What follows belongs to an exercise in optimizing a design on an open flow for small area; a production flow would make more cautious choices. Function was not checked in any run shown here: the RTL went through the layout flow alone. Power figures rest on the tool's default switching activity, not on a simulated workload.

==> design.v <==
`timescale 1ns / 1ps
module addsub #(
    parameter W = 8
) (
    input  [W-1:0] a,
    input  [W-1:0] b,
    input          sub,
    output [W-1:0] s
);
    logic [W:0] c;
    logic [W-1:0] bb;
    assign c[0] = sub;
    assign bb = b ^ {W{sub}};
    genvar i;
    generate
        for (i = 0; i < W; i++) begin : g
            assign s[i] = a[i] ^ bb[i] ^ c[i];
            assign c[i+1] = (a[i] & bb[i]) | (c[i] & (a[i] ^ bb[i]));
        end
    endgenerate
endmodule
module addsmall #(
    parameter W = 12,
    parameter K = 6
) (
    input  [W-1:0] a,
    input  [K-1:0] b,
    input          sub,
    output [W-1:0] s
);
    logic [K:0] c;
    logic [K-1:0] bb;
    logic t;
    assign c[0] = sub;
    assign bb = b ^ {K{sub}};
    assign t = b[K-1] ^ sub;       
    genvar i;
    generate
        for (i = 0; i < K; i++) begin : lo
            assign s[i] = a[i] ^ bb[i] ^ c[i];
            assign c[i+1] = (a[i] & bb[i]) | (c[i] & (a[i] ^ bb[i]));
        end
    endgenerate
    logic [W-K:0] all1, any1;
    assign all1[0] = 1'b1;
    assign any1[0] = 1'b0;
    generate
        for (i = K; i < W; i++) begin : hi
            assign all1[i-K+1] = all1[i-K] & a[i];
            assign any1[i-K+1] = any1[i-K] | a[i];
            assign s[i] = a[i] ^ t ^ (t ? (c[K] | any1[i-K]) : (c[K] & all1[i-K]));
        end
    endgenerate
endmodule
module addfast #(
    parameter W = 12,
    parameter K = 6
) (
    input  [W-1:0] a,
    input  [K-1:0] b,
    input          sub,
    output [W-1:0] s
);
    localparam LG = (K + 1 > 8) ? 4 : (K + 1 > 4) ? 3 : (K + 1 > 2) ? 2 : 1;
    logic [K-1:0] bb, pp, gg;
    logic t;
    assign bb = b ^ {K{sub}};
    assign t = b[K-1] ^ sub;       
    logic [K:0] G [0:LG];
    logic [K:0] P [0:LG];
    assign G[0] = {(a[K-1:0] & bb), sub};
    assign P[0] = {(a[K-1:0] ^ bb), 1'b0};
    genvar l, i;
    generate
        for (l = 0; l < LG; l++) begin : lev
            for (i = 0; i <= K; i++) begin : node
                if (((i >> l) & 1) == 1) begin : comb
                    localparam integer J = ((i >> l) << l) - 1;
                    assign G[l+1][i] = G[l][i] | (P[l][i] & G[l][J]);
                    assign P[l+1][i] = P[l][i] & P[l][J];
                end else begin : pass
                    assign G[l+1][i] = G[l][i];
                    assign P[l+1][i] = P[l][i];
                end
            end
        end
    endgenerate
    logic [K:0] c;
    assign c = G[LG];
    assign s[K-1:0] = (a[K-1:0] ^ bb) ^ c[K-1:0];
    logic [W-K:0] all1, any1;
    assign all1[0] = 1'b1;
    assign any1[0] = 1'b0;
    generate
        for (i = K; i < W; i++) begin : hi
            assign all1[i-K+1] = all1[i-K] & a[i];
            assign any1[i-K+1] = any1[i-K] | a[i];
            assign s[i] = a[i] ^ t ^ (t ? (c[K] | any1[i-K]) : (c[K] & all1[i-K]));
        end
    endgenerate
endmodule
module addfast2 #(
    parameter W = 12,
    parameter K = 6
) (
    input  [W-1:0] a,
    input  [K-1:0] b,
    input          sub,
    output [W-1:0] s
);
    localparam LG = (K + 1 > 8) ? 4 : (K + 1 > 4) ? 3 : (K + 1 > 2) ? 2 : 1;
    localparam U = W - K;
    localparam LU = (U > 8) ? 4 : (U > 4) ? 3 : (U > 2) ? 2 : (U > 1) ? 1 : 0;
    logic [K-1:0] bb;
    logic t;
    assign bb = b ^ {K{sub}};
    assign t = b[K-1] ^ sub;
    logic [K:0] G [0:LG];
    logic [K:0] P [0:LG];
    assign G[0] = {(a[K-1:0] & bb), sub};
    assign P[0] = {(a[K-1:0] ^ bb), 1'b0};
    genvar l, i;
    generate
        for (l = 0; l < LG; l++) begin : lev
            for (i = 0; i <= K; i++) begin : node
                if (((i >> l) & 1) == 1) begin : comb
                    localparam integer J = ((i >> l) << l) - 1;
                    assign G[l+1][i] = G[l][i] | (P[l][i] & G[l][J]);
                    assign P[l+1][i] = P[l][i] & P[l][J];
                end else begin : pass
                    assign G[l+1][i] = G[l][i];
                    assign P[l+1][i] = P[l][i];
                end
            end
        end
    endgenerate
    logic [K:0] c;
    assign c = G[LG];
    assign s[K-1:0] = (a[K-1:0] ^ bb) ^ c[K-1:0];
    logic [U-1:0] O [0:LU];
    logic [U-1:0] Z [0:LU];
    assign O[0] = a[W-1:K];
    assign Z[0] = ~a[W-1:K];
    generate
        for (l = 0; l < LU; l++) begin : ulev
            for (i = 0; i < U; i++) begin : unode
                if (((i >> l) & 1) == 1) begin : comb
                    localparam integer J = ((i >> l) << l) - 1;
                    assign O[l+1][i] = O[l][i] & O[l][J];
                    assign Z[l+1][i] = Z[l][i] & Z[l][J];
                end else begin : pass
                    assign O[l+1][i] = O[l][i];
                    assign Z[l+1][i] = Z[l][i];
                end
            end
        end
    endgenerate
    wire inc = c[K] & ~t;
    wire dec = ~c[K] & t;
    assign s[K] = a[K] ^ inc ^ dec;
    generate
        for (i = 1; i < U; i++) begin : hi
            assign s[K+i] = a[K+i] ^ ((inc & O[LU][i-1]) | (dec & Z[LU][i-1]));
        end
    endgenerate
endmodule
module addfast3 #(
    parameter W = 12,
    parameter K = 6
) (
    input  [W-1:0] a,
    input  [K-1:0] b,
    input          sub,
    output [W-1:0] s
);
    localparam LG = (K + 1 > 8) ? 4 : (K + 1 > 4) ? 3 : (K + 1 > 2) ? 2 : 1;
    localparam U = W - K;
    localparam LU = (U > 8) ? 4 : (U > 4) ? 3 : (U > 2) ? 2 : (U > 1) ? 1 : 0;
    logic [K-1:0] bb;
    logic t;
    assign bb = b ^ {K{sub}};
    assign t = b[K-1] ^ sub;
    logic [K:0] G [0:LG];
    logic [K:0] P [0:LG];
    assign G[0] = {(a[K-1:0] & bb), sub};
    assign P[0] = {(a[K-1:0] ^ bb), 1'b0};
    genvar l, i;
    generate
        for (l = 0; l < LG; l++) begin : lev
            for (i = 0; i <= K; i++) begin : node
                if (((i >> l) & 1) == 1) begin : comb
                    localparam integer J = ((i >> l) << l) - 1;
                    assign G[l+1][i] = G[l][i] | (P[l][i] & G[l][J]);
                    assign P[l+1][i] = P[l][i] & P[l][J];
                end else begin : pass
                    assign G[l+1][i] = G[l][i];
                    assign P[l+1][i] = P[l][i];
                end
            end
        end
    endgenerate
    logic [K:0] c;
    assign c = G[LG];
    assign s[K-1:0] = (a[K-1:0] ^ bb) ^ c[K-1:0];
    logic [U-1:0] O [0:LU];
    assign O[0] = a[W-1:K] ^ {U{t}};
    generate
        for (l = 0; l < LU; l++) begin : ulev
            for (i = 0; i < U; i++) begin : unode
                if (((i >> l) & 1) == 1) begin : comb
                    localparam integer J = ((i >> l) << l) - 1;
                    assign O[l+1][i] = O[l][i] & O[l][J];
                end else begin : pass
                    assign O[l+1][i] = O[l][i];
                end
            end
        end
    endgenerate
    wire inc = c[K] ^ t;
    assign s[K] = a[K] ^ inc;
    generate
        for (i = 1; i < U; i++) begin : hi
            assign s[K+i] = a[K+i] ^ (inc & O[LU][i-1]);
        end
    endgenerate
endmodule
`timescale 1ns / 1ps
module phase_controller (
    input clock,
    input reset,
    output [3:0] code,
    output [7:0] w,
    output [1:0] quadrant
);
    logic [3:0] cd;
    logic [7:0] wr;
    logic [5:0] c;
    logic e, r;
    logic [1:0] q;
    wire pre = (cd == 4'd0);
    wire endq = (cd == 4'd14) && (wr == 8'h1d || wr == 8'h1e);
    logic [7:0] up1, up2;           
    logic [7:0] upw, upw1;          
    assign up1 = ({8{cd == 0}} & 8'hf)
            | ({8{cd == 1}} & 8'h7e)
            | ({8{cd == 2}} & 8'h7e)
            | ({8{cd == 3}} & 8'h76)
            | ({8{cd == 4}} & 8'h7f)
            | ({8{cd == 5}} & 8'h7e)
            | ({8{cd == 6}} & 8'h7f)
            | ({8{cd == 7}} & 8'h40)
            | ({8{cd == 8}} & 8'h7f)
            | ({8{cd == 9}} & 8'h7e)
            | ({8{cd == 10}} & 8'h7e)
            | ({8{cd == 11}} & 8'h76)
            | ({8{cd == 12}} & 8'h7f)
            | ({8{cd == 13}} & 8'h7e);
    assign up2 = ({8{cd == 0}} & 8'he)
            | ({8{cd == 1}} & 8'h7d)
            | ({8{cd == 2}} & 8'h7d)
            | ({8{cd == 3}} & 8'h75)
            | ({8{cd == 4}} & 8'h7e)
            | ({8{cd == 5}} & 8'h7d)
            | ({8{cd == 6}} & 8'h7e)
            | ({8{cd == 7}} & 8'h3f)
            | ({8{cd == 8}} & 8'h7e)
            | ({8{cd == 9}} & 8'h7d)
            | ({8{cd == 10}} & 8'h7d)
            | ({8{cd == 11}} & 8'h75)
            | ({8{cd == 12}} & 8'h7e)
            | ({8{cd == 13}} & 8'h7d);
    assign upw = ({8{cd == 0}} & 8'he1)
            | ({8{cd == 1}} & 8'h81)
            | ({8{cd == 2}} & 8'h80)
            | ({8{cd == 3}} & 8'h88)
            | ({8{cd == 4}} & 8'h81)
            | ({8{cd == 5}} & 8'h81)
            | ({8{cd == 6}} & 8'h80)
            | ({8{cd == 7}} & 8'hbf)
            | ({8{cd == 8}} & 8'h80)
            | ({8{cd == 9}} & 8'h81)
            | ({8{cd == 10}} & 8'h80)
            | ({8{cd == 11}} & 8'h88)
            | ({8{cd == 12}} & 8'h81)
            | ({8{cd == 13}} & 8'h81);
    assign upw1 = ({8{cd == 0}} & 8'he2)
            | ({8{cd == 1}} & 8'h82)
            | ({8{cd == 2}} & 8'h81)
            | ({8{cd == 3}} & 8'h89)
            | ({8{cd == 4}} & 8'h82)
            | ({8{cd == 5}} & 8'h82)
            | ({8{cd == 6}} & 8'h81)
            | ({8{cd == 7}} & 8'hc0)
            | ({8{cd == 8}} & 8'h81)
            | ({8{cd == 9}} & 8'h82)
            | ({8{cd == 10}} & 8'h81)
            | ({8{cd == 11}} & 8'h89)
            | ({8{cd == 12}} & 8'h82)
            | ({8{cd == 13}} & 8'h82);
    wire hit1 = (wr == up1);
    wire hit2 = (wr == up2);
    wire xing = (cd != 4'd14) && (hit1 || (e && hit2));
    wire over = e && hit1;             
    logic [7:0] w_step;
    wire g1 = e | wr[0];
    assign w_step[0] = wr[0] ^ ~e;
    assign w_step[1] = wr[1] ^ g1;
    genvar k;
    generate
        for (k = 2; k < 8; k++) begin : ws
            assign w_step[k] = wr[k] ^ (g1 & (&wr[k-1:1]));
        end
    endgenerate
    logic [5:0] c_next;
    assign c_next = ({6{c == 6'd0}} & 6'he)
            | ({6{c == 6'd1}} & 6'hf)
            | ({6{c == 6'd2}} & 6'h10)
            | ({6{c == 6'd3}} & 6'h11)
            | ({6{c == 6'd4}} & 6'h12)
            | ({6{c == 6'd5}} & 6'h13)
            | ({6{c == 6'd6}} & 6'h14)
            | ({6{c == 6'd7}} & 6'h15)
            | ({6{c == 6'd8}} & 6'h16)
            | ({6{c == 6'd9}} & 6'h17)
            | ({6{c == 6'd10}} & 6'h18)
            | ({6{c == 6'd11}} & 6'h19)
            | ({6{c == 6'd12}} & 6'h1a)
            | ({6{c == 6'd13}} & 6'h1b)
            | ({6{c == 6'd14}} & 6'h1c)
            | ({6{c == 6'd15}} & 6'h1d)
            | ({6{c == 6'd16}} & 6'h1e)
            | ({6{c == 6'd17}} & 6'h1f)
            | ({6{c == 6'd18}} & 6'h20)
            | ({6{c == 6'd19}} & 6'h21)
            | ({6{c == 6'd20}} & 6'h22)
            | ({6{c == 6'd21}} & 6'h23)
            | ({6{c == 6'd22}} & 6'h24)
            | ({6{c == 6'd23}} & 6'h25)
            | ({6{c == 6'd24}} & 6'h26)
            | ({6{c == 6'd25}} & 6'he)
            | ({6{c == 6'd26}} & 6'hf)
            | ({6{c == 6'd27}} & 6'h10)
            | ({6{c == 6'd28}} & 6'h11)
            | ({6{c == 6'd29}} & 6'h12)
            | ({6{c == 6'd30}} & 6'h13)
            | ({6{c == 6'd31}} & 6'h14)
            | ({6{c == 6'd32}} & 6'h15)
            | ({6{c == 6'd33}} & 6'h16)
            | ({6{c == 6'd34}} & 6'h17)
            | ({6{c == 6'd35}} & 6'h18)
            | ({6{c == 6'd36}} & 6'h19)
            | ({6{c == 6'd37}} & 6'h1a)
            | ({6{c == 6'd38}} & 6'h1b);
    wire c_big = (c >= 6'd25);
    always_ff @(posedge clock) begin
        if (reset || pre) begin
            c <= '0;
            e <= 1'b0;
            r <= 1'b0;
        end
        else begin
            r <= endq;
            if (r)
                c <= '0;
            else begin
                c <= c_next;
                e <= c_big;
            end
        end
    end
    always_ff @(posedge clock) begin
        if (reset) begin
            q <= 2'd0;
            cd <= 4'd0;
            wr <= 8'd0;
        end
        else if (endq) begin
            q <= q + 2'd1;
            cd <= 4'd1;
            wr <= 8'he1;
        end
        else if (xing) begin
            cd <= cd + 4'd1;
            wr <= over ? upw1 : upw;
        end
        else
            wr <= w_step;
    end
    assign code = cd;
    assign w = wr;
    assign quadrant = q;
endmodule
`timescale 1ns / 1ps
module cordic (
    input clock,
    input reset,
    output signed [12:0] sine,
    output signed [12:0] cosine
);
    logic [3:0] code;
    logic [7:0] w;
    logic [1:0] q;
    phase_controller pc (.clock(clock), .reset(reset), .code(code), .w(w), .quadrant(q));
    wire [9:0] dirs_ac = {code, ~w[7], w[6:2]};
    wire tie1 = q[0] && (code == 4'd12) && (w == 8'h88);
    wire tie2 = q[0] && (code == 4'd4) && (w == 8'h88);
    wire [9:0] dirs_a = tie1 ? 10'b0100000010 : tie2 ? 10'b1100000010 : dirs_ac ^ {10{q[0]}};
    logic [10:0] x8, y8;
    wire [6:0] ts = dirs_a[9:3];
    wire sw = ts[6];
    wire [5:0] tj = ts[5:0] ^ {6{sw}};
    logic [10:0] ta, tb;
    assign ta = ({11{tj == 6'd11}} & 11'h7fe)
            | ({11{tj == 6'd12}} & 11'h7fd)
            | ({11{tj == 6'd13}} & 11'h7fd)
            | ({11{tj == 6'd14}} & 11'h7fb)
            | ({11{tj == 6'd15}} & 11'h7fb)
            | ({11{tj == 6'd16}} & 11'h7f5)
            | ({11{tj == 6'd17}} & 11'h7f3)
            | ({11{tj == 6'd18}} & 11'h7ef)
            | ({11{tj == 6'd19}} & 11'h7ed)
            | ({11{tj == 6'd20}} & 11'h7e8)
            | ({11{tj == 6'd21}} & 11'h7e4)
            | ({11{tj == 6'd22}} & 11'h7de)
            | ({11{tj == 6'd23}} & 11'h7da)
            | ({11{tj == 6'd24}} & 11'h7d1)
            | ({11{tj == 6'd25}} & 11'h7cb)
            | ({11{tj == 6'd26}} & 11'h7c3)
            | ({11{tj == 6'd27}} & 11'h7bd)
            | ({11{tj == 6'd28}} & 11'h7b4)
            | ({11{tj == 6'd29}} & 11'h7ac)
            | ({11{tj == 6'd30}} & 11'h7a2)
            | ({11{tj == 6'd31}} & 11'h79a)
            | ({11{tj == 6'd32}} & 11'h791)
            | ({11{tj == 6'd33}} & 11'h787)
            | ({11{tj == 6'd34}} & 11'h77d)
            | ({11{tj == 6'd35}} & 11'h773)
            | ({11{tj == 6'd36}} & 11'h766)
            | ({11{tj == 6'd37}} & 11'h75a)
            | ({11{tj == 6'd38}} & 11'h74e)
            | ({11{tj == 6'd39}} & 11'h742)
            | ({11{tj == 6'd40}} & 11'h732)
            | ({11{tj == 6'd41}} & 11'h724)
            | ({11{tj == 6'd42}} & 11'h716)
            | ({11{tj == 6'd43}} & 11'h708)
            | ({11{tj == 6'd44}} & 11'h6f8)
            | ({11{tj == 6'd45}} & 11'h6ea)
            | ({11{tj == 6'd46}} & 11'h6d9)
            | ({11{tj == 6'd47}} & 11'h6c9)
            | ({11{tj == 6'd48}} & 11'h6b5)
            | ({11{tj == 6'd49}} & 11'h6a5)
            | ({11{tj == 6'd50}} & 11'h692)
            | ({11{tj == 6'd51}} & 11'h680)
            | ({11{tj == 6'd52}} & 11'h66d)
            | ({11{tj == 6'd53}} & 11'h65b)
            | ({11{tj == 6'd54}} & 11'h647)
            | ({11{tj == 6'd55}} & 11'h635)
            | ({11{tj == 6'd56}} & 11'h61e)
            | ({11{tj == 6'd57}} & 11'h60a)
            | ({11{tj == 6'd58}} & 11'h5f4)
            | ({11{tj == 6'd59}} & 11'h5e0)
            | ({11{tj == 6'd60}} & 11'h5ca)
            | ({11{tj == 6'd61}} & 11'h5b4)
            | ({11{tj == 6'd62}} & 11'h59e);
    assign tb = ({11{tj == 6'd11}} & 11'he)
            | ({11{tj == 6'd12}} & 11'h30)
            | ({11{tj == 6'd13}} & 11'h4e)
            | ({11{tj == 6'd14}} & 11'h6e)
            | ({11{tj == 6'd15}} & 11'h8c)
            | ({11{tj == 6'd16}} & 11'hae)
            | ({11{tj == 6'd17}} & 11'hcc)
            | ({11{tj == 6'd18}} & 11'hec)
            | ({11{tj == 6'd19}} & 11'h10a)
            | ({11{tj == 6'd20}} & 11'h12c)
            | ({11{tj == 6'd21}} & 11'h14a)
            | ({11{tj == 6'd22}} & 11'h16a)
            | ({11{tj == 6'd23}} & 11'h188)
            | ({11{tj == 6'd24}} & 11'h1aa)
            | ({11{tj == 6'd25}} & 11'h1c8)
            | ({11{tj == 6'd26}} & 11'h1e8)
            | ({11{tj == 6'd27}} & 11'h206)
            | ({11{tj == 6'd28}} & 11'h225)
            | ({11{tj == 6'd29}} & 11'h243)
            | ({11{tj == 6'd30}} & 11'h261)
            | ({11{tj == 6'd31}} & 11'h27f)
            | ({11{tj == 6'd32}} & 11'h290)
            | ({11{tj == 6'd33}} & 11'h2ae)
            | ({11{tj == 6'd34}} & 11'h2cd)
            | ({11{tj == 6'd35}} & 11'h2e9)
            | ({11{tj == 6'd36}} & 11'h308)
            | ({11{tj == 6'd37}} & 11'h324)
            | ({11{tj == 6'd38}} & 11'h342)
            | ({11{tj == 6'd39}} & 11'h35e)
            | ({11{tj == 6'd40}} & 11'h37d)
            | ({11{tj == 6'd41}} & 11'h399)
            | ({11{tj == 6'd42}} & 11'h3b5)
            | ({11{tj == 6'd43}} & 11'h3d1)
            | ({11{tj == 6'd44}} & 11'h3ed)
            | ({11{tj == 6'd45}} & 11'h407)
            | ({11{tj == 6'd46}} & 11'h423)
            | ({11{tj == 6'd47}} & 11'h43d)
            | ({11{tj == 6'd48}} & 11'h459)
            | ({11{tj == 6'd49}} & 11'h473)
            | ({11{tj == 6'd50}} & 11'h48d)
            | ({11{tj == 6'd51}} & 11'h4a7)
            | ({11{tj == 6'd52}} & 11'h4c1)
            | ({11{tj == 6'd53}} & 11'h4d9)
            | ({11{tj == 6'd54}} & 11'h4f3)
            | ({11{tj == 6'd55}} & 11'h50b)
            | ({11{tj == 6'd56}} & 11'h526)
            | ({11{tj == 6'd57}} & 11'h53e)
            | ({11{tj == 6'd58}} & 11'h555)
            | ({11{tj == 6'd59}} & 11'h56b)
            | ({11{tj == 6'd60}} & 11'h584)
            | ({11{tj == 6'd61}} & 11'h59a)
            | ({11{tj == 6'd62}} & 11'h5b0);
    assign x8 = sw ? tb : ta;
    assign y8 = sw ? ta : tb;
    logic [10:0] x9, y9;
    addfast2 #(.W(11), .K(4)) ux9 (.a(11'(x8)), .b(4'(y8 >> 8)), .sub(dirs_a[2]), .s(x9));
    addfast2 #(.W(11), .K(4)) uy9 (.a(11'(y8)), .b(4'(x8 >> 8)), .sub(~dirs_a[2]), .s(y9));
    logic [9:0] dirs_r1;
    logic [1:0] q_r1;
    logic [10:0] x_r1;
    logic [10:0] y_r1;
    always_ff @(posedge clock) begin
        dirs_r1 <= dirs_a;
        q_r1 <= q;
        x_r1 <= x9;
        y_r1 <= y9;
    end
    logic [10:0] x10, y10;
    addfast2 #(.W(11), .K(3)) ux10 (.a(11'(x_r1)), .b(3'(y_r1 >> 9)), .sub(dirs_r1[1]), .s(x10));
    addfast2 #(.W(11), .K(3)) uy10 (.a(11'(y_r1)), .b(3'(x_r1 >> 9)), .sub(~dirs_r1[1]), .s(y10));
    wire mx = q_r1[0] ^ q_r1[1];
    wire my = q_r1[1];
    wire bx = y10[10];
    wire by = x10[10];
    logic signed [2:0] ax, ay;
    assign ax = mx ? (dirs_r1[0] ? 3'd1 + {2'b00, bx} : 3'd1 - {2'b00, bx}) : (dirs_r1[0] ? 3'd0 - {2'b00, bx} : {2'b00, bx});
    assign ay = my ? (dirs_r1[0] ? 3'd1 - {2'b00, by} : 3'd1 + {2'b00, by}) : (dirs_r1[0] ? {2'b00, by} : 3'd0 - {2'b00, by});
    logic [10:0] rx, ry;
    addfast2 #(.W(11), .K(3)) ux11 (.a(x10 ^ {11{mx}}), .b(ax), .sub(1'b0), .s(rx));
    addfast2 #(.W(11), .K(3)) uy11 (.a(y10 ^ {11{my}}), .b(ay), .sub(1'b0), .s(ry));
    assign cosine = {1'b0, ~mx, rx};
    assign sine = {1'b0, ~my, ry};
endmodule
==> run.sh <==
#!/bin/bash
# synth_recipe.tcl (not shown) runs the flow's synth.tcl, then flattens the netlist and writes it again
# the make line also repeats each setting of config.mk as NAME=value (left out here)
make -C /OpenROAD-flow-scripts/flow DESIGN_CONFIG=/design/flow/config.mk WORK_HOME=/design/flow/orfs CLKGATE_MAP_FILE= SYNTH_SCRIPT=/design/flow/synth_recipe.tcl finish
==> config.mk <==
export PLATFORM = sky130hd
export DESIGN_NAME = cordic
export DESIGN_NICKNAME = cordic
export VERILOG_FILES = /design/flow/design.v
export SDC_FILE = /design/flow/constraint.sdc
export NUM_CORES = 4
export LEC_CHECK = 0
export ABC_AREA = 1
export CAP_MARGIN = 20
export CORE_MARGIN = 2
export CORE_UTILIZATION = 40
export CTS_BUF_LIST = sky130_fd_sc_hd__clkbuf_8
export GPL_TIMING_DRIVEN = 0
export PLACE_DENSITY = 0.8
export SLEW_MARGIN = 20
==> constraint.sdc <==
create_clock -name core_clock -period 5.0 [get_ports {clock}]
set_input_delay 1.0000 -clock core_clock [delete_from_list [all_inputs] [get_ports {clock}]]
set_output_delay 1.0000 -clock core_clock [all_outputs]
set_load 0.01 [all_outputs]
==> impl_metrics.env, run 1 <==
export IMPL_criticalPathCategory="reg -> out"
export IMPL_relSlewSlack_pct=51.7
export IMPL_gp_congestion=1.05
export IMPL_post_layout_nonfiller_instances=1477
export IMPL_cts_root_buf="clkbuf_8"
export IMPL_grt_pass1_vias=7182
export IMPL_min_to="q_r1[1]"
export IMPL_swShare_pct=23.1
export IMPL_fin_skew_ns=0.0144
export IMPL_synthAdderAreaFrac_pct=6.09
export IMPL_setup_slack_ns=-0.0436
export IMPL_grt_overflow_total=0
export IMPL_setup_viol=1
export IMPL_sequentialPowerShare_pct=53.8
export IMPL_clock_path_buffers=2
export IMPL_period_share_pct=101
export IMPL_wl_met3_mm=1.77
export IMPL_clk_pin_slew_ns=0.09
export IMPL_tritoncts="done"
export IMPL_drc=0
export IMPL_synthMuxAreaShare_pct=0.149
export IMPL_r2r_start="pc.cd[1]"
export IMPL_track_usage_pct=23.0
export IMPL_core_area_um2=16500
export IMPL_status="finished with violations"
export IMPL_die_x_um=134
export IMPL_reg2reg_depth=28
export IMPL_arrival_ns=4.04
export IMPL_dp_cells=1427
export IMPL_vdd_drop_max_uv=116
export IMPL_rr_endpoint="y_r1[4]"
export IMPL_synth_cell_type_count=50
export IMPL_top_layer_used="met4"
export IMPL_synth_edf_count=0
export IMPL_fin_nets=1286
export IMPL_grt_pass1_wl_mm=34.2
export IMPL_synth_xor_area_share_pct=11.7
export IMPL_worst_pin_slew_ns=0.719
export IMPL_yosys_register_bits=48
export IMPL_rsz0062_at_grt="true"
export IMPL_timing_hold_ws_ns=0.353
export IMPL_post_drt_via_cell_ratio=5.48
export IMPL_p_per_area_nw_per_um2=87.0
export IMPL_intPower_w=0.000553
export IMPL_vias=8100
export IMPL_synthSimpleGateAreaFrac_pct=46.8
export IMPL_insertion_delay_ns=0.32
export IMPL_clkSinkCount=48
export IMPL_layout_commonest_cell="nand2_1"
export IMPL_cp_end_kind="primary output"
export IMPL_total_power_w=0.000719
export IMPL_yosys_warnings=12
export IMPL_synth_area_um2=6740
export IMPL_p_comb_share_pct=7.6
export IMPL_wirelength_mm=22.1
export IMPL_finalSetupTns_ns=-0.0436
export IMPL_fmax_mhz=198
export IMPL_synth_compound_area_share_pct=10.4
export IMPL_dp_slack_ns=-0.563
export IMPL_cp_required_ns=4.00
export IMPL_die_h_um=134
export IMPL_avgSynthCellArea_um2=5.71
export IMPL_dieArea_um2=17900
export IMPL_cts_max_level=2
export IMPL_port_buffers=25
export IMPL_area_growth_pct=22.7
export IMPL_worstHoldStart="pc.q[1]"
export IMPL_yosys_area_top_type="nand2_1"
export IMPL_ys_async_sr_fraction_pct=0
export IMPL_p_sw_w=0.000166
export IMPL_synth_top_family_by_area="simple AND/OR/NAND/NOR gates"
export IMPL_regToRegSetupSlack_ns=0.20
export IMPL_initial_core_util_pct=40.8
export IMPL_rows=47
export IMPL_hold_path_depth=0
export IMPL_routed_wl_met2_mm=10.3
export IMPL_cp_start_kind="flop"
export IMPL_check_failures="negative setup slack"
export IMPL_synth_top_area_share_pct=18.8
export IMPL_fillers=1642
export IMPL_p_clk_share_pct=38.6
export IMPL_ys_seq_area_share_pct=14.3
export IMPL_critPathMaxFanout=5
export IMPL_hpwl_mm=16.4
export IMPL_synth_area_leaders="nand2_1 19%, dfxtp_1 14%, xor2_1 9.1%"
export IMPL_drtIter0Drc=744
export IMPL_mostFrequentLayoutCells="305 x nand2_1, 142 x nor2_1, 134 x inv_1"
export IMPL_drive_gt1_share_pct=19.3
export IMPL_final_max_slew_viol_count=0
export IMPL_num_io_pins=28
export IMPL_ant_nets=0
export IMPL_synthesis_instances=1181
export IMPL_cts_buffers=5
export IMPL_synth_ff_type="dfxtp_1"
export IMPL_routedWlPerCell_um=15.0
export IMPL_power_leakage_nw=4.60
export IMPL_drt_pass1_iterations=7
export IMPL_cap_violations=0
export IMPL_antenna_diode_count=0
export IMPL_antenna_found_initial=0
export IMPL_finalHoldViolCount=0
export IMPL_fin_crit_ns=5.04
export IMPL_ctsHoldBuffers=0
export IMPL_grt_max_degree=15
export IMPL_min_path_type="reg -> reg"
export IMPL_wl_met1_mm=9.17
logic make-up (layout without fill, tap and decap cells):
family	after synthesis	after routing
AND/OR/NAND/NOR	722	722
buffers and inverters	174	249
other	1	2
multiplexers	1	1
adder cells (fa/ha/maj)	28	28
AO/OA/AOI/OAI	118	118
flip-flops	48	48
XOR/XNOR	89	89
cells in the mapped netlist, types with 5 or more instances:
cell / number
buf_2: 7
ha_1: 20
o21ai_1: 10
clkbuf_1: 6
nand2_2: 18
nand2_1: 338
dfxtp_1: 48
or2_2: 8
nand3_1: 100
a211oi_1: 7
o21ai_0: 36
xor2_1: 70
nor2_2: 13
o22ai_1: 5
nor4_1: 15
nor3_1: 27
buf_4: 5
nor2_1: 162
fa_1: 8
xnor2_1: 18
nor2_4: 5
nand4_1: 22
o211ai_1: 5
a21oi_1: 31
inv_2: 10
inv_1: 137
power by group through the flow:
| stage | combinational [W] | clock [W] | sequential [W] |
|---|---|---|---|
| 6_report | 0.0000545 | 0.000278 | 0.000387 |
| 5_1_grt | 0.0000604 | 0.000302 | 0.000387 |
| 4_1_cts | 0.0000498 | 0.000286 | 0.000388 |
| 3_5_place_dp | 0.0000477 | 0 | 0.000397 |
| 3_3_place_gp | 0.0000469 | 0 | 0.000397 |
| 2_1_floorplan | 0.0000332 | 0 | 0.000396 |
what timing repair did:
action                     in CTS  in global routing
setup buffers                  17                 25
pin swaps                      22                 45
resized for setup              80                125
cloned                          0                  1
setup endpoints to repair      34                 34
per-stage QoR:
step | util [%] | area (um^2)
3_3_place_gp | 44.0 | 7270
5_1_grt | 50.0 | 8270
6_report | 50.0 | 8270
4_1_cts | 46.6 | 7710
2_1_floorplan | - | 6740
3_5_place_dp | 44.0 | 7270
state kept, by name, indices dropped and copies added (netlist names):
name,flops
x_r1,11
pc.c,6
y_r1,11
pc.r,1
dirs_r1,2
pc.q,2
pc.wr,8
pc.e,1
pc.cd,4
q_r1,2
worst max-delay path, cell delays in order (launching register included):
cell	delay (ns)
dfxtp_4	0.39
buf_6	0.12
buf_6	0.12
xnor2_4	0.14
ha_4	0.29
nand3_4	0.11
a21oi_4	0.15
nand2_2	0.09
nor2_4	0.12
nand2_2	0.08
a21oi_2	0.19
xor2_2	0.26
buf_4	0.18
inv_2	0.04
nor2_4	0.14
ha_4	0.23
nand3_4	0.06
nand2_4	0.07
nor2_4	0.16
nand4_1	0.22
o21ai_2	0.21
inv_1	0.06
nand2_1	0.08
nand2_1	0.08
buf_6	0.12
worst max path at each step:
stage / startpoint / end / slack (ns) / cells after the start
floorplan: dirs_r1[1] / sine[10] / 0.45 / 21
global placement: dirs_r1[1] / sine[10] / -0.50 / 22
detailed placement: dirs_r1[1] / sine[10] / -0.56 / 22
CTS: pc.cd[0] / y_r1[5] / -0.005 / 30
global route: dirs_r1[1] / cosine[10] / -0.22 / 25
finish: dirs_r1[1] / cosine[10] / -0.04 / 24
metal layers:
layer  global-route usage (%)  up-vias
li1                         -     3964
met1                     30.3     3657
met2                     38.6      412
met3                     2.80       67
met4                     8.75        0
met5                        0        -
final cells by class:
| class | count | area, um^2 | area share [%] |
|---|---|---|---|
| multi-input cells | 960 | 5640 | 68.3 |
| flip-flops and latches | 48 | 976 | 11.8 |
| inverters | 149 | 559 | 6.76 |
| repair buffers | 67 | 549 | 6.64 |
| well taps | 220 | 275 | 3.33 |
| plain buffers | 25 | 156 | 1.89 |
| clock buffers | 5 | 68.8 | 0.832 |
| clock inverters | 3 | 38.8 | 0.469 |
==> run 2: changes to the inputs <==
--- a/design.v
+++ b/design.v
@@ -241,7 +241,7 @@
     wire endq = (cd == 4'd14) && (wr == 8'h1d || wr == 8'h1e);
     logic [7:0] up1, up2;           
     logic [7:0] upw, upw1;          
-    assign up1 = ({8{cd == 0}} & 8'hf)
+    assign up1 = ({8{cd == 0}} & 8'he)
             | ({8{cd == 1}} & 8'h7e)
             | ({8{cd == 2}} & 8'h7e)
             | ({8{cd == 3}} & 8'h76)
@@ -255,7 +255,7 @@
             | ({8{cd == 11}} & 8'h76)
             | ({8{cd == 12}} & 8'h7f)
             | ({8{cd == 13}} & 8'h7e);
-    assign up2 = ({8{cd == 0}} & 8'he)
+    assign up2 = ({8{cd == 0}} & 8'hd)
             | ({8{cd == 1}} & 8'h7d)
             | ({8{cd == 2}} & 8'h7d)
             | ({8{cd == 3}} & 8'h75)
@@ -516,9 +516,6 @@
             | ({11{tj == 6'd62}} & 11'h5b0);
     assign x8 = sw ? tb : ta;
     assign y8 = sw ? ta : tb;
-    logic [10:0] x9, y9;
-    addfast2 #(.W(11), .K(4)) ux9 (.a(11'(x8)), .b(4'(y8 >> 8)), .sub(dirs_a[2]), .s(x9));
-    addfast2 #(.W(11), .K(4)) uy9 (.a(11'(y8)), .b(4'(x8 >> 8)), .sub(~dirs_a[2]), .s(y9));
     logic [9:0] dirs_r1;
     logic [1:0] q_r1;
     logic [10:0] x_r1;
@@ -526,22 +523,39 @@
     always_ff @(posedge clock) begin
         dirs_r1 <= dirs_a;
         q_r1 <= q;
-        x_r1 <= x9;
-        y_r1 <= y9;
+        x_r1 <= x8;
+        y_r1 <= y8;
+    end
+    logic [10:0] x9, y9;
+    addfast #(.W(11), .K(4)) ux9 (.a(11'(x_r1)), .b(4'(y_r1 >> 8)), .sub(dirs_r1[2]), .s(x9));
+    addfast #(.W(11), .K(4)) uy9 (.a(11'(y_r1)), .b(4'(x_r1 >> 8)), .sub(~dirs_r1[2]), .s(y9));
+    logic [10:0] x10, y10;    
+    addfast2 #(.W(11), .K(3)) ux10 (.a(x9), .b({1'b0, y9[10:9]}), .sub(dirs_r1[1]), .s(x10));
+    addfast2 #(.W(11), .K(3)) uy10 (.a(y9), .b({1'b0, x9[10:9]}), .sub(~dirs_r1[1]), .s(y10));
+    logic [9:0] dirs_r2;
+    logic [1:0] q_r2;
+    logic [10:0] x_r2;
+    logic [10:0] y_r2;
+    logic [1:0] b10_r2;
+    always_ff @(posedge clock) begin
+        dirs_r2 <= dirs_r1;
+        q_r2 <= q_r1;
+        x_r2 <= x9;
+        y_r2 <= y9;
+        b10_r2 <= {x10[10], y10[10]};
     end
-    logic [10:0] x10, y10;
-    addfast2 #(.W(11), .K(3)) ux10 (.a(11'(x_r1)), .b(3'(y_r1 >> 9)), .sub(dirs_r1[1]), .s(x10));
-    addfast2 #(.W(11), .K(3)) uy10 (.a(11'(y_r1)), .b(3'(x_r1 >> 9)), .sub(~dirs_r1[1]), .s(y10));
-    wire mx = q_r1[0] ^ q_r1[1];
-    wire my = q_r1[1];
-    wire bx = y10[10];
-    wire by = x10[10];
-    logic signed [2:0] ax, ay;
-    assign ax = mx ? (dirs_r1[0] ? 3'd1 + {2'b00, bx} : 3'd1 - {2'b00, bx}) : (dirs_r1[0] ? 3'd0 - {2'b00, bx} : {2'b00, bx});
-    assign ay = my ? (dirs_r1[0] ? 3'd1 - {2'b00, by} : 3'd1 + {2'b00, by}) : (dirs_r1[0] ? {2'b00, by} : 3'd0 - {2'b00, by});
+    wire mx = q_r2[0] ^ q_r2[1];
+    wire my = q_r2[1];
+    wire x10b = b10_r2[1];
+    wire y10b = b10_r2[0];
+    logic [3:0] tx, ty, ax, ay;
+    assign tx = (dirs_r2[1] ? 4'd0 - {2'b00, y_r2[10:9]} : {2'b00, y_r2[10:9]}) + (dirs_r2[0] ? 4'd0 - {3'b000, y10b} : {3'b000, y10b});
+    assign ty = (dirs_r2[1] ? {2'b00, x_r2[10:9]} : 4'd0 - {2'b00, x_r2[10:9]}) + (dirs_r2[0] ? {3'b000, x10b} : 4'd0 - {3'b000, x10b});
+    assign ax = mx ? 4'd1 - tx : tx;
+    assign ay = my ? 4'd1 - ty : ty;
     logic [10:0] rx, ry;
-    addfast2 #(.W(11), .K(3)) ux11 (.a(x10 ^ {11{mx}}), .b(ax), .sub(1'b0), .s(rx));
-    addfast2 #(.W(11), .K(3)) uy11 (.a(y10 ^ {11{my}}), .b(ay), .sub(1'b0), .s(ry));
+    addfast2 #(.W(11), .K(4)) ux11 (.a(x_r2 ^ {11{mx}}), .b(ax), .sub(1'b0), .s(rx));
+    addfast2 #(.W(11), .K(4)) uy11 (.a(y_r2 ^ {11{my}}), .b(ay), .sub(1'b0), .s(ry));
     assign cosine = {1'b0, ~mx, rx};
     assign sine = {1'b0, ~my, ry};
 endmodule
==> run 2 against run 1 <==
Still fails the layout checks on negative setup slack. Largest power group unchanged. Critical path type unchanged. Largest cell class unchanged. Final area down 4.6%. Core utilization down 4.0 points. Via count down 9.1%.
==> impl_metrics.env, run 2 <==
export IMPL_clkSinkCount=77
export IMPL_reg2reg_depth=25
export IMPL_synth_area_um2=6910
export IMPL_fmax_mhz=197
export IMPL_vias=7365
export IMPL_final_max_slew_viol_count=0
export IMPL_worst_pin_slew_ns=0.592
export IMPL_yosysMostFrequentCell="nand2_1"
export IMPL_cp_end_kind="primary output"
export IMPL_r2r_start="dirs_r1[2]"
export IMPL_hold_path_depth=0
export IMPL_finalSetupTns_ns=-0.0805
export IMPL_p_clk_share_pct=40.0
export IMPL_num_io_pins=28
export IMPL_synth_top_area_share_pct=22.3
export IMPL_arrival_ns=4.08
export IMPL_ys_seq_area_share_pct=22.3
export IMPL_layout_commonest_cell="nand2_1"
export IMPL_wirelength_mm=19.6
export IMPL_cts_buffers=9
export IMPL_track_usage_pct=21.5
export IMPL_synth_edf_count=0
export IMPL_synth_cell_type_count=47
export IMPL_die_h_um=135
export IMPL_synth_ff_type="dfxtp_1"
export IMPL_cts_max_level=3
export IMPL_relSlewSlack_pct=60.5
export IMPL_yosys_register_bits=77
export IMPL_fin_nets=1204
export IMPL_drt_pass1_iterations=6
export IMPL_min_path_type="reg -> reg"
export IMPL_swShare_pct=20.8
export IMPL_dieArea_um2=18400
export IMPL_regToRegSetupSlack_ns=0.40
export IMPL_cap_violations=0
export IMPL_vdd_drop_max_uv=80.1
export IMPL_synthTopCellsByCount="305 x nand2_1, 144 x inv_1, 123 x nor2_1, 77 x dfxtp_1, 75 x nand3_1"
export IMPL_check_failures="negative setup slack"
export IMPL_core_area_um2=17100
export IMPL_grt_max_degree=12
export IMPL_mostFrequentLayoutCells="303 x nand2_1, 138 x inv_1, 118 x nor2_1"
export IMPL_cp_startpoint="y_r2[10]"
export IMPL_rsz0062_at_grt="true"
export IMPL_clk_pin_slew_ns=0.07
export IMPL_synthesis_instances=1108
export IMPL_antenna_diode_count=0
export IMPL_status="finished with violations"
export IMPL_clock_path_buffers=2
export IMPL_p_comb_share_pct=2.7
export IMPL_fillers=1722
export IMPL_tritoncts="done"
export IMPL_cts_root_buf="clkbuf_8"
export IMPL_drc=0
export IMPL_avgSynthCellArea_um2=6.24
export IMPL_gp_congestion=1.01
export IMPL_power_leakage_nw=4.38
export IMPL_grt_overflow_total=0
export IMPL_min_to="dirs_r2[0]"
export IMPL_die_x_um=135
export IMPL_yosys_warnings=15
export IMPL_drtIter0Drc=608
export IMPL_antenna_found_initial=0
export IMPL_post_drt_via_cell_ratio=5.30
export IMPL_intPower_w=0.000858
export IMPL_grt_pass1_wl_mm=31.7
export IMPL_finalHoldViolCount=0
export IMPL_ys_async_sr_fraction_pct=0
export IMPL_rows=48
export IMPL_fin_crit_ns=5.08
export IMPL_p_sw_w=0.000225
export IMPL_hpwl_mm=15.5
export IMPL_synth_area_leaders="dfxtp_1 22%, nand2_1 17%, inv_1 7.8%"
export IMPL_setup_slack_ns=-0.0805
export IMPL_setup_viol=1
export IMPL_drive_gt1_share_pct=12.3
export IMPL_port_buffers=25
export IMPL_period_share_pct=102
export IMPL_yosys_area_top_type="dfxtp_1"
export IMPL_cp_start_kind="flop"
export IMPL_ant_nets=0
export IMPL_rr_endpoint="b10_r2[1]"
export IMPL_worstHoldStart="dirs_r1[0]"
export IMPL_total_power_w=0.00108
export IMPL_critPathMaxFanout=3
export IMPL_initial_core_util_pct=40.4
export IMPL_sequentialPowerShare_pct=57.3
export IMPL_routedWlPerCell_um=14.1
export IMPL_p_per_area_nw_per_um2=137
export IMPL_insertion_delay_ns=0.37
export IMPL_cp_required_ns=4.00
export IMPL_grt_pass1_vias=6776
export IMPL_fin_skew_ns=0.0219
export IMPL_criticalPathCategory="reg -> out"
export IMPL_area_growth_pct=14.1
==> run 2: logic make-up after synthesis <==
kind of cell / share of synthesized area (%)
and+or+nand+nor: 38.4
buffers and inverters: 10.4
AOI/OAI and AO/OA: 9.81
xor gates and xnor gates: 10.7
DFF: 22.3
adders and majority gates: 8.32
other: 0.0542
==> run 2: critical path: stages, from the launching register on <==
cell,delay [ns]
dfxtp_2,0.35
inv_2,0.06
ha_4,0.25
nand2_1,0.06
o21ai_2,0.09
inv_1,0.08
fa_2,0.40
xor2_2,0.16
ha_1,0.31
nor2_2,0.04
a21oi_2,0.16
ha_4,0.23
a21oi_2,0.12
nand2_1,0.09
fa_2,0.38
nor2_4,0.15
nand3_2,0.13
nor2_4,0.13
nand2_1,0.07
o21ai_2,0.15
xor2_1,0.17
buf_2,0.15
==> run 2: layout make-up <==
class                      instances  area, um^2  area share (%)
buffer                            24         145            1.84
inverter                         153         574            7.28
multi-input combinational        855        4830            61.3
sequential                        77        1550            19.6
clock buffer                      13         179            2.27
tap                              225         282            3.57
timing repair buffer              42         324            4.11
clock inverter                     1        5.00          0.0635
==> run 2: power by group through the flow <==
stage | registers (W) | logic [W] | clock network (W)
3_5_place_dp | 0.000634 | 0.0000281 | 0
4_1_cts | 0.000620 | 0.0000288 | 0.000442
5_1_grt | 0.000621 | 0.0000336 | 0.000472
2_1_floorplan | 0.000633 | 0.0000202 | 0
6_report | 0.000621 | 0.0000293 | 0.000432
3_3_place_gp | 0.000634 | 0.0000276 | 0
==> run 2: worst max-delay path by stage <==
stage / to / slack (ns) / depth (start not counted)
6_report: cosine[10] / -0.08 / 21
2_1_floorplan: sine[10] / 0.30 / 20
3_3_place_gp: sine[10] / -0.40 / 20
4_1_cts: cosine[10] / -0.06 / 21
5_1_grt: cosine[10] / -0.27 / 21
3_5_place_dp: cosine[10] / -0.48 / 21
==> run 2: through the flow <==
step / instance area (um^2) / utilization (%) / worst slack (ns) / hold WS [ns] / std cells
2_1_floorplan: 6920 / - / 0.301 / 0.310 / 1109
3_3_place_gp: 7450 / 43.5 / -0.405 / 0.312 / 1359
3_5_place_dp: 7450 / 43.5 / -0.476 / 0.312 / 1359
4_1_cts: 7780 / 45.4 / -0.0625 / 0.329 / 1386
5_1_grt: 7890 / 46.1 / -0.269 / 0.336 / 1390
6_report: 7890 / 46.1 / -0.0805 / 0.328 / 1390
==> run 2: timing repair <==
item                       4_1_cts  5_1_grt
setup endpoints to repair       16       16
pin swaps                       22       22
buffers inserted                13        4
hold buffers                     0        0
resized for setup               72       30
==> run 2: routing by layer <==
layer,vias up,GRT usage [%],share of wire (%)
met5,-,0,0
met4,0,12.0,5.2
met3,81,3.11,6.7
met2,340,37.0,47
met1,3277,25.6,41
li1,3667,-,-
==> run 3: changes to the inputs <==
--- a/config.mk
+++ b/config.mk
@@ -10,6 +10,6 @@
 export CORE_MARGIN = 2
 export CORE_UTILIZATION = 40
 export CTS_BUF_LIST = sky130_fd_sc_hd__clkbuf_8
-export GPL_TIMING_DRIVEN = 0
+export GPL_TIMING_DRIVEN = 1
 export PLACE_DENSITY = 0.8
 export SLEW_MARGIN = 20
==> run 3 against run 2 <==
The layout still fails its checks (negative setup slack). Global-route usage rose by 0.87 points. Clock skew shrank 0.0061 ns. Worst hold slack improved by 0.00096 ns. Clock power up 15%. Wire length rose by 3.1%. First-iteration DRC count is 11% higher. Clock-buffer cell count decreased by 3. Synthesized area unchanged. Non-clock buffer count shrank 4.
==> impl_metrics.env, run 3 <==
export IMPL_wirelength_mm=20.2
export IMPL_clk_pin_slew_ns=0.07
export IMPL_yosys_warnings=15
export IMPL_final_max_slew_viol_count=0
export IMPL_gp_congestion=1.04
export IMPL_grt_overflow_total=0
export IMPL_grt_pass1_wl_mm=32.7
export IMPL_finalHoldViolCount=0
export IMPL_die_x_um=135
export IMPL_synth_area_um2=6910
export IMPL_area_growth_pct=14.7
export IMPL_port_buffers=25
export IMPL_synth_area_leaders="dfxtp_1 22%, nand2_1 17%, inv_1 7.8%"
export IMPL_critPathMaxStageDelay_ns=0.40
export IMPL_relSlewSlack_pct=46.5
export IMPL_ctsHoldBuffers=0
export IMPL_layout_commonest_cell="nand2_1"
export IMPL_p_per_area_nw_per_um2=144
export IMPL_cts_buffers=9
export IMPL_insertion_delay_ns=0.35
export IMPL_antenna_found_initial=0
export IMPL_setup_slack_ns=-0.00608
export IMPL_synthesis_instances=1108
export IMPL_vias=7348
export IMPL_total_power_w=0.00114
export IMPL_setup_viol=1
export IMPL_rows=48
export IMPL_timing_hold_ws_ns=0.329
export IMPL_antenna_diode_count=0
export IMPL_synth_ff_type="dfxtp_1"
export IMPL_cp_required_ns=4.00
export IMPL_cp_top_family="adder cells"
export IMPL_vdd_drop_max_uv=123
export IMPL_check_failures="negative setup slack"
export IMPL_rr_endpoint="b10_r2[1]"
export IMPL_criticalPathCategory="reg -> out"
export IMPL_cp_start_kind="flop"
export IMPL_regToRegSetupSlack_ns=0.67
export IMPL_track_usage_pct=22.3
export IMPL_post_drt_via_cell_ratio=5.30
export IMPL_drt_pass1_iterations=7
export IMPL_synth_cell_type_count=47
export IMPL_synth_top_area_share_pct=22.3
export IMPL_core_area_um2=17100
export IMPL_ys_async_sr_fraction_pct=0
export IMPL_clock_path_buffers=2
export IMPL_ant_nets=0
export IMPL_cap_violations=0
export IMPL_clkSinkCount=77
export IMPL_crit_end="cosine[10]"
export IMPL_crit_cells=21
export IMPL_period_share_pct=100
export IMPL_drc=0
export IMPL_num_io_pins=28
export IMPL_fin_nets=1200
export IMPL_yosysMostFrequentCell="nand2_1"
export IMPL_fmax_mhz=200
export IMPL_ys_seq_area_share_pct=22.3
export IMPL_r2r_start="dirs_r1[2]"
export IMPL_cp_end_kind="primary output"
export IMPL_status="finished with violations"
export IMPL_min_path_type="reg -> reg"
export IMPL_drive_gt1_share_pct=13.2
export IMPL_dieArea_um2=18400
export IMPL_cp_cell_sequence="inv_2 > ha_4 > nand2_1 > o21ai_2 > inv_2 > fa_2 > xor2_2 > ha_1 > nor2_2 > a21oi_2 > ha_4 > a21oi_2 > nand2_1 > fa_2 > nor2_4 > nand3_4 > nor2_4 > nand2_2 > o21ai_2 > xor2_1 > buf_2"
export IMPL_routedWlPerCell_um=14.6
export IMPL_cp_startpoint="y_r2[10]"
export IMPL_fin_crit_ns=5.01
export IMPL_synthTopCellsByCount="305 x nand2_1, 144 x inv_1, 123 x nor2_1, 77 x dfxtp_1, 75 x nand3_1"
export IMPL_reg2reg_depth=22
export IMPL_tritoncts="done"
export IMPL_crit_buf_inv=3
export IMPL_yosys_area_top_type="dfxtp_1"
export IMPL_cts_max_level=3
export IMPL_critPathSlowestCell="fa_2"
export IMPL_power_leakage_nw=4.39
export IMPL_worst_pin_slew_ns=0.802
export IMPL_grt_max_degree=35
export IMPL_avgSynthCellArea_um2=6.24
export IMPL_rsz0062_at_grt="true"
export IMPL_drtIter0Drc=674
export IMPL_critPathMaxFanout=3
export IMPL_hpwl_mm=15.7
export IMPL_fin_skew_ns=0.0157
export IMPL_initial_core_util_pct=40.4
export IMPL_synth_edf_count=0
export IMPL_cts_root_buf="clkbuf_8"
export IMPL_arrival_ns=4.01
export IMPL_grt_pass1_vias=6972
export IMPL_die_h_um=135
export IMPL_yosys_register_bits=77
export IMPL_mostFrequentLayoutCells="302 x nand2_1, 139 x inv_1, 119 x nor2_1"
==> run 3: cell families after synthesis <==
logic type | Yosys count | share of synthesized area [%]
AO/OA/AOI/OAI | 118 | 9.81
XOR/XNOR | 84 | 10.7
adder cells (fa/ha/maj) | 40 | 8.32
buffers and inverters | 177 | 10.4
flip-flops | 77 | 22.3
other | 1 | 0.0542
AND/OR/NAND/NOR | 611 | 38.4
==> run 3: what timing repair did <==
| item | in CTS | in global routing |
|---|---|---|
| endpoints found under the hold margin | 0 | 0 |
| pin swaps | 23 | 22 |
| setup endpoints to repair | 14 | 16 |
| resized for setup | 66 | 46 |
| buffers inserted | 12 | 4 |
==> run 3: final cells by class <==
| cell class | count | area [um^2] |
|---|---|---|
| fill | 1743 | 9180 |
| multi-input combinational | 855 | 4850 |
| sequential | 77 | 1550 |
| inverter | 153 | 574 |
| timing repair buffer | 62 | 462 |
| tap | 225 | 282 |
| clock buffer | 10 | 138 |
| clock inverter | 5 | 76.3 |
==> run 3: worst min-delay path by stage <==
stage	from	to	slack (ns)	depth (start not counted)
global placement	q_r1[0]	q_r2[0]	0.31	0
global route	q_r1[0]	q_r2[0]	0.34	0
finish	q_r1[0]	q_r2[0]	0.33	0
CTS	q_r1[0]	q_r2[0]	0.33	0
detailed placement	q_r1[1]	q_r2[1]	0.31	0
floorplan	dirs_r1[0]	dirs_r2[0]	0.31	0
==> run 3: power by group <==
part	switching [W]	internal (W)	leakage (nW)
Combinational	0.0000167	0.0000122	3.66
Clock	0.000206	0.000289	0.110
Sequential	0.00000374	0.000617	0.623
Total	0.000227	0.000918	4.39
==> run 3: per-stage QoR <==
stage          cell area, um^2  setup TNS, ns  setup WS [ns]  utilization, %  std cells
6_report                  7930       -0.00608       -0.00608            46.3       1387
5_1_grt                   7930         -0.745         -0.209            46.3       1387
4_1_cts                   7810        -0.0146        -0.0146            45.6       1384
3_5_place_dp              7470          -2.20         -0.358            43.6       1357
3_3_place_gp              7470         -0.575         -0.166            43.6       1357
2_1_floorplan             6920              0          0.301               -       1109
==> run 3: layer usage <==
metal | share of wire (%) | vias up | global-route usage, % | wire length, um
met4 | 5.0 | 0 | 12.2 | 1010
met5 | 0 | - | 0 | 0
li1 | - | 3646 | - | -
met1 | 41 | 3333 | 26.5 | 8310
met2 | 48 | 292 | 38.9 | 9690
met3 | 6.1 | 77 | 3.14 | 1230
==> run 4: changes to the inputs <==
--- a/design.v
+++ b/design.v
@@ -527,8 +527,8 @@
         y_r1 <= y8;
     end
     logic [10:0] x9, y9;
-    addfast #(.W(11), .K(4)) ux9 (.a(11'(x_r1)), .b(4'(y_r1 >> 8)), .sub(dirs_r1[2]), .s(x9));
-    addfast #(.W(11), .K(4)) uy9 (.a(11'(y_r1)), .b(4'(x_r1 >> 8)), .sub(~dirs_r1[2]), .s(y9));
+    addfast2 #(.W(11), .K(4)) ux9 (.a(11'(x_r1)), .b(4'(y_r1 >> 8)), .sub(dirs_r1[2]), .s(x9));
+    addfast2 #(.W(11), .K(4)) uy9 (.a(11'(y_r1)), .b(4'(x_r1 >> 8)), .sub(~dirs_r1[2]), .s(y9));
     logic [10:0] x10, y10;    
     addfast2 #(.W(11), .K(3)) ux10 (.a(x9), .b({1'b0, y9[10:9]}), .sub(dirs_r1[1]), .s(x10));
     addfast2 #(.W(11), .K(3)) uy10 (.a(y9), .b({1'b0, x9[10:9]}), .sub(~dirs_r1[1]), .s(y10));
--- a/config.mk
+++ b/config.mk
@@ -10,6 +10,6 @@
 export CORE_MARGIN = 2
 export CORE_UTILIZATION = 40
 export CTS_BUF_LIST = sky130_fd_sc_hd__clkbuf_8
-export GPL_TIMING_DRIVEN = 1
+export GPL_TIMING_DRIVEN = 0
 export PLACE_DENSITY = 0.8
 export SLEW_MARGIN = 20
==> run 4 against run 3 <==
The layout still fails its checks (negative setup slack). Synthesized cell count increased by 8.3%. First-iteration DRC count increased by 42%. Sequential cell count unchanged. Total power increased by 3.4%. Wire length increased by 3.9%. Non-clock buffer count increased by 7. Clock skew decreased by 0.0048 ns. Combinational power increased by 37%. Synthesized area increased by 6.2%. Global-route usage decreased by 1.2 points. Largest cell class unchanged. Highest routed layer unchanged.
==> impl_metrics.env, run 4 <==
export IMPL_cp_cell_sequence="inv_2 > ha_4 > inv_2 > o21ai_4 > inv_2 > fa_2 > xor2_2 > ha_1 > nand2_1 > o21ai_1 > ha_1 > a21oi_2 > nand2_2 > fa_2 > nor2_4 > nand4_1 > nor2_1 > nand2_1 > o21ai_2 > xor2_1 > buf_2"
export IMPL_synth_area_leaders="dfxtp_1 21%, nand2_1 18%, nand3_1 7.2%"
export IMPL_yosys_warnings=12
export IMPL_status="finished with violations"
export IMPL_finalHoldViolCount=0
export IMPL_clk_pin_slew_ns=0.07
export IMPL_ys_seq_area_share_pct=21.0
export IMPL_cts_root_buf="clkbuf_8"
export IMPL_p_per_area_nw_per_um2=142
export IMPL_hpwl_mm=16.4
export IMPL_hold_path_depth=0
export IMPL_grt_overflow_total=0
export IMPL_fmax_mhz=199
export IMPL_final_area_um2=8320
export IMPL_cts_max_level=3
export IMPL_drive_gt1_share_pct=12.6
export IMPL_fin_crit_ns=5.03
export IMPL_tritoncts="done"
export IMPL_dp_slack_ns=-0.578
export IMPL_initial_core_util_pct=40.9
export IMPL_post_drt_via_cell_ratio=5.36
export IMPL_setup_slack_ns=-0.0265
export IMPL_worst_pin_slew_ns=0.927
export IMPL_die_h_um=140
export IMPL_antenna_diode_count=0
export IMPL_drtIter0Drc=956
export IMPL_finalSetupTns_ns=-0.0284
export IMPL_synth_top_family_by_area="simple AND/OR/NAND/NOR gates"
export IMPL_yosys_register_bits=77
export IMPL_setup_viol=2
export IMPL_port_buffers=24
export IMPL_post_layout_nonfiller_instances=1489
export IMPL_critPathMaxStageDelay_ns=0.37
export IMPL_fin_nets=1297
export IMPL_synthMuxAreaShare_pct=0
export IMPL_fin_skew_ns=0.0109
export IMPL_track_usage_pct=21.2
export IMPL_synth_compound_area_share_pct=8.77
export IMPL_ys_async_sr_fraction_pct=0
export IMPL_swShare_pct=22.6
export IMPL_reg2reg_depth=21
export IMPL_grt_pass1_wl_mm=34.1
export IMPL_synth_cell_type_count=47
export IMPL_relSlewSlack_pct=37.6
export IMPL_sequentialPowerShare_pct=52.4
export IMPL_synth_top_area_share_pct=21.0
export IMPL_period_share_pct=101
export IMPL_criticalPathCategory="reg -> out"
export IMPL_cts_buffers=9
export IMPL_grt_pass1_vias=7228
export IMPL_final_max_slew_viol_count=0
export IMPL_avgSynthCellArea_um2=6.12
export IMPL_cp_start_kind="flop"
export IMPL_check_failures="negative setup slack"
export IMPL_yosysMostFrequentCell="nand2_1"
export IMPL_yosys_area_top_type="dfxtp_1"
export IMPL_layout_commonest_cell="nand2_1"
export IMPL_synth_xor_area_share_pct=9.23
export IMPL_timing_hold_ws_ns=0.330
export IMPL_placed_area_um2=7880
export IMPL_regToRegSetupSlack_ns=0.79
export IMPL_p_sw_w=0.000268
export IMPL_grt_max_degree=15
export IMPL_area_growth_pct=13.3
export IMPL_routedWlPerCell_um=14.1
export IMPL_cap_violations=0
export IMPL_synthTopCellsByCount="356 x nand2_1, 140 x inv_1, 137 x nor2_1, 106 x nand3_1, 77 x dfxtp_1"
export IMPL_synthSimpleGateAreaFrac_pct=43.2
export IMPL_synth_area_um2=7350
export IMPL_ctsHoldBuffers=0
export IMPL_gp_congestion=1.04
export IMPL_core_area_um2=18000
export IMPL_synthAdderAreaFrac_pct=7.84
export IMPL_mostFrequentLayoutCells="352 x nand2_1, 134 x nor2_1, 133 x inv_1"
export IMPL_drt_pass1_iterations=6
export IMPL_rows=49
export IMPL_cp_required_ns=4.00
export IMPL_dp_cells=1454
export IMPL_ant_nets=0
export IMPL_arrival_ns=4.03
export IMPL_p_comb_share_pct=3.3
export IMPL_drc=0
export IMPL_wirelength_mm=21.0
export IMPL_min_path_type="reg -> reg"
export IMPL_vias=7977
export IMPL_critPathMaxFanout=3
export IMPL_synthesis_instances=1200
export IMPL_dieArea_um2=19500
export IMPL_cp_end_kind="primary output"
export IMPL_p_clk_share_pct=44.2
export IMPL_num_io_pins=28
export IMPL_synth_edf_count=0
export IMPL_rsz0062_at_grt="true"
export IMPL_power_leakage_nw=4.54
export IMPL_clkSinkCount=77
export IMPL_critPathSlowestCell="fa_2"
export IMPL_cpMostUsedCell="inv_2"
export IMPL_die_x_um=140
export IMPL_insertion_delay_ns=0.37
export IMPL_intPower_w=0.000915
export IMPL_vdd_drop_max_uv=141
export IMPL_clock_path_buffers=2
export IMPL_antenna_found_initial=0
export IMPL_synth_ff_type="dfxtp_1"
[run 4: final timing paths]
path	from	endpoint
worst max-delay path	x_r2[9]	sine[10]
worst min-delay path	q_r1[0]	q_r2[0]
worst max register to register	dirs_r1[2]	b10_r2[1]
worst min register to register	q_r1[0]	q_r2[0]
[run 4: cell type report]
| type | instances | area (um^2) |
|---|---|---|
| plain buffers | 26 | 171 |
| clock buffers | 9 | 124 |
| clock inverters | 7 | 98.8 |
| fillers | 1763 | 9640 |
| inverters | 149 | 559 |
| multi-input cells | 949 | 5210 |
| flip-flops and latches | 77 | 1550 |
| well taps | 229 | 287 |
| repair buffers | 43 | 328 |
[run 4: power groups by stage]
stage	combinational (W)	clock [W]	sequential (W)
3_3_place_gp	0.0000365	0	0.000635
5_1_grt	0.0000443	0.000560	0.000621
2_1_floorplan	0.0000282	0	0.000633
6_report	0.0000396	0.000523	0.000621
3_5_place_dp	0.0000379	0	0.000635
4_1_cts	0.0000384	0.000534	0.000620
[run 4: metal layers]
layer	wire length [um]	share of wire (%)	track usage (%)	vias up
met5	0	0	0	-
met4	845	4.0	10.3	0
met3	1620	7.7	3.58	73
met2	9860	47	35.6	385
met1	8720	41	26.2	3553
li1	-	-	-	3966
[run 4: metrics by stage]
stage          utilization (%)  total power, W
2_1_floorplan                -        0.000662
3_3_place_gp              43.8        0.000671
3_5_place_dp              43.8        0.000673
4_1_cts                   45.8         0.00119
5_1_grt                   46.3         0.00123
6_report                  46.3         0.00118
[run 4: cell families after synthesis]
| logic type | after synthesis |
|---|---|
| AND/OR/NAND/NOR | 720 |
| buffers and inverters | 175 |
| AO/OA/AOI/OAI | 113 |
| flip-flops | 77 |
| XOR/XNOR | 74 |
| adder cells (fa/ha/maj) | 40 |
| other | 1 |
[run 4: repair_timing]
action	CTS	global route
pin swaps	21	20
buffers inserted	13	6
resized for setup	76	22
setup endpoints to repair	16	16
[run 4: worst max-delay path: cells and delay by family (launching register included)]
kind,cells,cell delay [ns]
adders and majority gates,5,1.60
buffers and inverters,4,0.29
xor gates and xnor gates,2,0.31
DFF,1,0.34
AOI/OAI and AO/OA,4,0.49
and+or+nand+nor,6,0.62

[afterwards: timing with drivers on the ports]
How much do the figures lean on ideal ports? The routed layouts below were timed once more, with nothing changed but the port constraints. Step 1 (the two cells are an assumption about what drives the block):
set clk [get_ports {clock}]
set_driving_cell -lib_cell sky130_fd_sc_hd__clkbuf_16 $clk
set_driving_cell -lib_cell sky130_fd_sc_hd__buf_2 [delete_from_list [all_inputs] $clk]
Step 2, shift: input delay + t, output delay - t, t = (earliest + latest rising clock arrival at the registers) / 2. This alone moves slack from input paths to output paths. Three values: ideal, step 1, step 2; two values: the first two.
| run | t (ns) | setup slack, ns | hold WS [ns] | worst setup path after step 2 | worst register clock-pin slew, ns |
|---|---|---|---|---|---|
| run 1 | 0.337 | -0.044 / -0.072 / 0.197 | 0.353 / 0.353 / 0.353 | register to register | 0.09 / 0.09 |
| run 2 | 0.394 | -0.081 / -0.117 / 0.277 | 0.328 / 0.328 / 0.328 | register to output | 0.09 / 0.09 |
| run 3 | 0.373 | -0.006 / -0.039 / 0.334 | 0.329 / 0.329 / 0.329 | register to output | 0.08 / 0.08 |
| run 4 | 0.401 | -0.026 / -0.064 / 0.337 | 0.330 / 0.330 / 0.330 | register to output | 0.09 / 0.09 |
